What follows belongs to an exercise in optimizing a design on an open flow for small area; a production flow would make more cautious choices.
Only simulation tests tie the RTL to the original design; equivalence was not proved.
The clock cells of this run come from the design's own scripts or RTL, not from TritonCTS.
The clock port is modelled as an ideal driver, which makes a skipped or thinned clock tree look cheaper than it is; a real chip needs a root buffer or a tree.
Power figures rest on the tool's default switching activity, not on a simulated workload.

==> flow/design.v <==
`timescale 1ns / 1ps
module uart_tx_rx(
input clk,
input rst,  
input start,
input [7:0] txin,
output tx,
input rx,
output [7:0] rxout,
output rxdone, txdone
);
reg [3:0] m_q;    
reg [3:0] c_q;    
reg [7:0] d;      
wire [3:0] m = m_q ^ 4'd0;
wire [3:0] c = c_q ^ 4'd1;
wire cidle = c[3] & ~c[1] & c[0];           
wire idle  = cidle & m[0];                  
wire go    = idle & start;
wire m9    = (~m[1] & ~m[2]);
wire m10   = (~m[2] & ~m[3]);
wire inc   = go | m10;                     
wire mset  = cidle | rst;
wire bitDone = m9 & ~(c[3] & (c[1] ^ c[0]));  
wire mf = (~m[0] & ~m[1]) | (~m[2] & m[3]) | (m[2] & ~m[3]);
wire [3:0] m_n = mset ? 4'd9 : {m[2:0], mf};
wire [3:0] c_n;
assign c_n[0] = rst | (c[0] ^ inc);
assign c_n[1] = ~rst & (c[1] ^ (inc & c[0]));
assign c_n[2] = ~rst & (c[2] ^ (inc & c[1] & c[0] & ~c[3]));
assign c_n[3] = rst | (c[3] ^ (inc & c[1] & c[0] & (c[2] | c[3])));
always @(posedge clk) begin
    m_q <= m_n ^ 4'd0;
    c_q <= c_n ^ 4'd1;
end
always @(posedge clk)
    if (cidle) d <= txin;
assign tx = c[3] ? ~(c[1] & (c[0] | m[1])) : d[c[2:0]];
assign txdone = m9 & c[3] & ~c[1] & ~c[0];   
reg [2:0] rc_q;   
reg [3:0] ri_q;   
reg [7:0] rd;
wire [2:0] rc = rc_q ^ 3'd0;
wire [3:0] ri = ri_q ^ 4'd12;
wire ri9   = ri[3] & ri[0];
wire ri10  = ri[3] & ri[1];
wire ridle = rc[2] & rc[1] & rc[0];
wire recv  = rc[2] & rc[1] & ~rc[0];
wire samp  = rc[2] & ~rc[1] & rc[0];
reg [2:0] rc_n;
always @(*) begin
    if (rst)
        rc_n = 3'd7;
    else if (ridle)
        rc_n = rx ? 3'd7 : 3'd0;
    else if (recv)
        rc_n = ri10 ? 3'd7 : (bitDone ? 3'd0 : 3'd6);
    else
        rc_n = rc + 3'd1;
end
wire rinc = recv & bitDone & ~ri10;
wire [3:0] ri_n;
assign ri_n[0] = ~ridle & (ri[0] ^ rinc);
assign ri_n[1] = ~ridle & (ri[1] ^ (rinc & ri[0]));
assign ri_n[2] = ~ridle & (ri[2] ^ (rinc & ri[1] & ri[0]));
assign ri_n[3] = ~ridle & (ri[3] ^ (rinc & ri[2] & ri[1] & ri[0]));
always @(posedge clk) begin
    rc_q <= rc_n ^ 3'd0;
    ri_q <= ri_n ^ 4'd12;
end
always @(posedge clk)
    if (samp & ~ri9) rd <= {rx, rd[7:1]};
assign rxout = rd;
assign rxdone = ri9 & bitDone;
endmodule
==> flow/flow/run.sh <==
#!/bin/bash
# The standard layout (standard.sh) with these changes, all for cell area:
#  - synthesis: flow/synth.tcl (no adder cells; ABC with the best of the area scripts flow/abc*.script)
#  - ports buffered with buf_1
#  - clock: CTS_HOOK_N buffers of type CTS_HOOK_CELL instead of TritonCTS's tree (flow/cts_hook.tcl)
set -euo pipefail
here=$(pwd)
export FLOW_ABC_DIR=$here/flow
export CTS_HOOK_CELL=${CTS_HOOK_CELL:-clkbuf_4} CTS_HOOK_N=${CTS_HOOK_N:-3}
bash standard.sh \
  "SYNTH_SCRIPT=$here/flow/synth.tcl" \
  "BUFFER_PORTS_ARGS=-buffer_cell sky130_fd_sc_hd__buf_1" \
  "PRE_CTS_TCL=$here/flow/cts_hook.tcl" \
  finish > standard.log 2>&1
==> flow/flow/abc1.script <==
strash
dch
amap
==> flow/flow/abc10.script <==
strash
dch
amap
strash
dch
amap
==> flow/flow/abc2.script <==
strash
dch -f
amap
==> flow/flow/abc3.script <==
strash
dch
amap
strash
dch -f
amap
==> flow/flow/abc4.script <==
strash
rewrite -z
refactor -z
dch
amap
==> flow/flow/abc5.script <==
strash
dch
map -a
topo
dnsize
==> flow/flow/abc6.script <==
strash
ifraig
dch -f
amap
==> flow/flow/abc7.script <==
strash
dch
map -a
strash
dch
map -a
strash
dch
map -a
==> flow/flow/abc8.script <==
strash
dc2
dch
amap
==> flow/flow/abc9.script <==
&get -n
&st
&synch2
&nf -R 1000
&put
==> flow/flow/cts_hook.tcl <==
# Clock tree: CTS_HOOK_N clock buffers of type CTS_HOOK_CELL, each driving the
# clock pins of one group of registers (grouped by x position) and placed at
# that group's centre; the clock port drives only the buffers. TritonCTS is
# not run.
set blk [ord::get_db_block]
set master [[ord::get_db] findMaster sky130_fd_sc_hd__$::env(CTS_HOOK_CELL)]
set nbuf $::env(CTS_HOOK_N)
set clknet [$blk findNet clk]
set sinks {}
foreach it [$clknet getITerms] {
  set bb [[$it getInst] getBBox]
  lappend sinks [list [expr {([$bb xMin] + [$bb xMax]) / 2}] [expr {([$bb yMin] + [$bb yMax]) / 2}] $it]
}
set sinks [lsort -integer -index 0 $sinks]
set total [llength $sinks]
$clknet setSigType CLOCK
for {set g 0} {$g < $nbuf} {incr g} {
  set lo [expr {$g * $total / $nbuf}]
  set hi [expr {($g + 1) * $total / $nbuf - 1}]
  set inst [odb::dbInst_create $blk $master clkbuf_root_$g]
  set net [odb::dbNet_create $blk clk_root_$g]
  $net setSigType CLOCK
  set sx 0; set sy 0; set k 0
  foreach s [lrange $sinks $lo $hi] {
    incr sx [lindex $s 0]; incr sy [lindex $s 1]; incr k
    set it [lindex $s 2]
    $it disconnect
    $it connect $net
  }
  $inst setLocation [expr {$sx / $k}] [expr {$sy / $k}]
  $inst setPlacementStatus PLACED
  [$inst findITerm A] connect $clknet
  [$inst findITerm X] connect $net
  puts "cts_hook: clkbuf_root_$g drives $k clock pins"
}
rename clock_tree_synthesis orfs_clock_tree_synthesis_unused
proc clock_tree_synthesis {args} { set_propagated_clock [all_clocks] }
==> flow/flow/synth.tcl <==
# The standard flow's synthesis script (synth_recipe.tcl) with two changes for area:
# no half/full adder extraction (the adder cells are large for these small
# counters), and the mapping ABC run is done with each of the area scripts
# flow/abc*.script in turn, keeping the one that gives the smallest area.
proc synth {args} { yosys synth -nofsm -noshare {*}$args }
proc extract_fa {args} { puts "extract_fa skipped" }
proc abc {args} {
  set i [lsearch $args -script]
  set liberty [lindex $args [expr {[lsearch $args -liberty] + 1}]]
  set scripts [lsort [glob $::env(FLOW_ABC_DIR)/abc*.script]]
  yosys design -save before_abc
  set best_area 1e30
  set best_script ""
  foreach s $scripts {
    yosys design -load before_abc
    yosys abc {*}[lreplace $args $i [expr {$i + 1}] -script $s]
    yosys tee -q -o $::env(RESULTS_DIR)/abc_try.txt stat -liberty $liberty
    set f [open $::env(RESULTS_DIR)/abc_try.txt]
    set txt [read $f]
    close $f
    regexp {Chip area for module '[^']*': ([0-9.]+)} $txt -> area
    puts "abc try: $s area $area"
    if {$area < $best_area - 0.001} { set best_area $area; set best_script $s }
  }
  puts "abc best: $best_script area $best_area"
  yosys design -load before_abc
  yosys abc {*}[lreplace $args $i [expr {$i + 1}] -script $best_script]
}
source $::env(SCRIPTS_DIR)/synth.tcl
# left out here: clear keep_hierarchy, flatten, clean up, hide names made inside functions, write 1_2_yosys.v
==> flow/standard.sh <==
#!/bin/bash
# synth_recipe.tcl (not shown) runs the flow's synth.tcl, then flattens the netlist and writes it again
# the make line also repeats each setting of config.mk as NAME=value (left out here)
make -C /OpenROAD-flow-scripts/flow DESIGN_CONFIG=/design/flow/config.mk WORK_HOME=/design/flow/orfs CLKGATE_MAP_FILE= SYNTH_SCRIPT=/design/flow/synth_recipe.tcl "${@:-finish}"
==> flow/config.mk <==
export PLATFORM = sky130hd
export DESIGN_NAME = uart_tx_rx
export DESIGN_NICKNAME = uart_tx_rx
export VERILOG_FILES = /design/flow/design.v
export SDC_FILE = /design/flow/constraint.sdc
export NUM_CORES = 4
export LEC_CHECK = 0
export CAP_MARGIN = 20
export CORE_MARGIN = 2
export CORE_UTILIZATION = 40
export GPL_TIMING_DRIVEN = 0
export PLACE_DENSITY = 0.9
export SLEW_MARGIN = 20
==> flow/constraint.sdc <==
create_clock -name core_clock -period 10.0 [get_ports {clk}]
set_input_delay 2.0000 -clock core_clock [delete_from_list [all_inputs] [get_ports {clk}]]
set_output_delay 2.0000 -clock core_clock [all_outputs]
set_load 0.01 [all_outputs]
==> summary.txt <==
-- cell usage in the layout, fill, tap and decap left out --
cell	instances
o31ai_1	1
o21a_1	2
dfxtp_1	15
a221oi_1	2
a21o_1	1
a31oi_1	1
nor3_2	1
a211oi_1	1
buf_1	22
or2_0	1
o21ai_0	10
nor2_1	10
a21oi_1	4
and3_1	1
a32oi_1	1
o22ai_1	4
edfxtp_1	16
nand2_1	6
or3_1	1
and2_0	1
clkbuf_4	3
clkinv_1	8
nand3_1	2
nor3_1	3
nor2b_1	2
-- final cells by class --
type / count / area, µm² / area share (%)
sequential: 31 / 781 / 62.3
multi-input combinational: 55 / 298 / 23.8
timing repair buffer: 22 / 82.6 / 6.59
tap: 31 / 38.8 / 3.10
inverter: 8 / 30.0 / 2.40
buffer: 3 / 22.5 / 1.80
-- through the flow --
step           area, µm²  hold slack [ns]  worst slack [ns]  power (mW)
3_3_place_gp        1220            0.435              6.66       0.307
4_1_cts             1250            0.477              6.38       0.364
6_report            1250            0.469              6.33       0.366
3_5_place_dp        1220            0.447              6.59       0.322
2_1_floorplan       1100            0.438              6.90       0.285
5_1_grt             1250            0.485              6.27       0.388
-- worst max path at each step --
| stage | from | to | slack, ns | cells past startpoint |
|---|---|---|---|---|
| 4_1_cts | c_q[0]$_DFF_P_ | tx | 6.38 | 6 |
| 5_1_grt | c_q[0]$_DFF_P_ | tx | 6.27 | 6 |
| 3_5_place_dp | c_q[0]$_DFF_P_ | tx | 6.59 | 6 |
| 3_3_place_gp | c_q[0]$_DFF_P_ | tx | 6.66 | 6 |
| 6_report | c_q[0]$_DFF_P_ | tx | 6.33 | 6 |
| 2_1_floorplan | c_q[0]$_DFF_P_ | tx | 6.90 | 5 |
-- power breakdown --
| group | total (mW) | switching (mW) | internal (mW) |
|---|---|---|---|
| registers | 0.210 | 0.0269 | 0.183 |
| clock network | 0.0440 | 0.0296 | 0.0144 |
| logic | 0.112 | 0.0730 | 0.0385 |
| total | 0.366 | 0.130 | 0.236 |
-- per-layer routing --
metal / part of all wire, % / global-route usage [%] / vias up
met3: 5.0 / 1.38 / 6
li1: - / - / 391
met5: 0 / 0 / -
met1: 39 / 15.4 / 385
met2: 53 / 25.4 / 35
met4: 2.8 / 4.42 / 0
-- sequential cells by signal, summed over array words and instances, names as in the netlist --
name,flops
m_q,4
ri_q,4
c_q,4
d,8
rd,8
rc_q,3
-- kinds of logic (layout without fill, tap and decap cells) --
| group | after synthesis | in the layout | share of synthesized area, % |
|---|---|---|---|
| AO/OA/AOI/OAI | 27 | 27 | 15.0 |
| buffers and inverters | 8 | 33 | 2.72 |
| flip-flops | 31 | 31 | 70.7 |
| AND/OR/NAND/NOR | 28 | 28 | 11.6 |
-- critical path, stage by stage, from the launching register on --
cell and delay [ns]:
dfxtp_1 0.49, clkinv_1 0.26, o22ai_1 0.22, o22ai_1 0.09
a31oi_1 0.20, o31ai_1 0.10, buf_1 0.14
==> flow_summary.json <==
{
  "firstDrtPassIters": 4,
  "clkTransAtPathRegs_ns": 0.11,
  "grt_max_degree": 12,
  "ios": 23,
  "drt.antenna.violating_nets": 0,
  "synth-async-reset-ratio_pct": 0,
  "nets": 133,
  "grt-ovfl-total": 0,
  "synth_common_cells": "16 x edfxtp_1, 15 x dfxtp_1, 10 x nor2_1, 10 x o21ai_0, 8 x clkinv_1",
  "synth_area_um2": 1100,
  "start_util_pct": 41.1,
  "clock-skew-final_ns": 0.0124,
  "drtIter0Drc": 30,
  "cts-hold-fix-buffers": 0,
  "hold_violations": 0,
  "core_area_um2": 2690,
  "synth_nets": 106,
  "period_needed_ns": 3.67,
  "rsz0062_at_grt": "false",
  "io_buffers": 22,
  "setup.worst_path.end_class": "primary output",
  "cp_data_required_time_ns": 8.00,
  "area_delta_synth_final_pct": 13.5,
  "clock_latency_ns": 0.17,
  "yosys-top-cells-area": "edfxtp_1 44%, dfxtp_1 27%, o21ai_0 4.5%, nor2_1 3.4%, clkinv_1 2.7%",
  "fill_cells": 235,
  "setup-tns-final_ns": 0,
  "maxCapViolations": 0,
  "fin_cells": 150,
  "diodes": 0,
  "irDropWorstVdd_v": 0.000144,
  "yosysTopAreaCellShare_pct": 43.5,
  "reg2reg_from": "c_q[3]$_DFF_P_",
  "synthDistinctLibCells": 22,
  "yosys.area.top_type": "edfxtp_1",
  "hold_path_end": "rd[5]$_DFFE_PP_",
  "final_core_util_pct": 46.6,
  "max_slew_margin_pct": 48.2,
  "synth_seq_area_share_pct": 70.7,
  "antenna_found_initial": 0,
  "rows": 19,
  "setup_viol": 0,
  "dp_hpwl_um": 1630,
  "crit_path_max_fanout": 7,
  "max_freq_mhz": 272,
  "arrival_ns": 1.67,
  "wl_per_cell_um": 14.1,
  "hold_path.class": "reg -> reg",
  "drive_gt1_share_pct": 3.36,
  "drv_slew": 0,
  "vias": 817,
  "die_area_um2": 3200,
  "min_from": "rd[6]$_DFFE_PP_",
  "power_density_nw_per_um2": 292,
  "yosysMostFrequentCell": "edfxtp_1",
  "fp.dieW_um": 56.5,
  "critPathLaunchType": "register",
  "worst_pin_slew_ns": 0.772,
  "drc_errors": 0,
  "finalCritPeriodShare_pct": 36.7,
  "synth_edf_count": 16,
  "reg2regPathDepth": 6,
  "die_h_um": 56.5,
  "grt_pass1_wl_um": 3530,
  "critPathKind": "reg -> out",
  "min_path_cells": 0,
  "routabilityCongestion": 0.764,
  "routed_wl_um": 2120,
  "grt_pass1_vias": 821,
  "leakage_nw": 0.425,
  "ys.flop_type": "edfxtp_1",
  "post_cts_buffers": 0,
  "yosys_warnings": 1,
  "syn_avg_cell_area_um2": 11.7,
  "post_cts_resized": 0,
  "r2r_setup_slack_ns": 7.84,
  "r2r_end": "c_q[2]$_DFF_P_",
  "vias_per_cell": 5.45,
  "status": "complete, no violations",
  "dp_cells": 147,
  "grt_util_all_layers_pct": 13.4,
  "synthCells": 94,
  "synth_seq_cells": 31
}

static timing again, ports no longer ideal:
The flow's constraints put no driver on any port. The routed layout listed below was extracted and timed again, unchanged, in two steps. Step 1 (the two cells are an assumption about what drives the block):
set clk [get_ports {clk}]
set_driving_cell -lib_cell sky130_fd_sc_hd__clkbuf_16 $clk
set_driving_cell -lib_cell sky130_fd_sc_hd__buf_2 [delete_from_list [all_inputs] $clk]
Step 2 moves the port delays by t, midway between the first and last clock arrival at a register: inputs arrive t later, outputs are due t later. That takes back most of the time a late clock gives input paths. a / b / c = ideal / step 1 / step 2; a / b = the first two.
t, ns: 0.194
setup WS [ns]: 6.328 / 6.295 / 6.489
worst register clock-pin slew, ns: 0.11 / 0.11
After both steps setup and hold are still met in this run. The setup slack of this run moves by -0.033 ns with the drivers and by +0.161 ns with both steps.
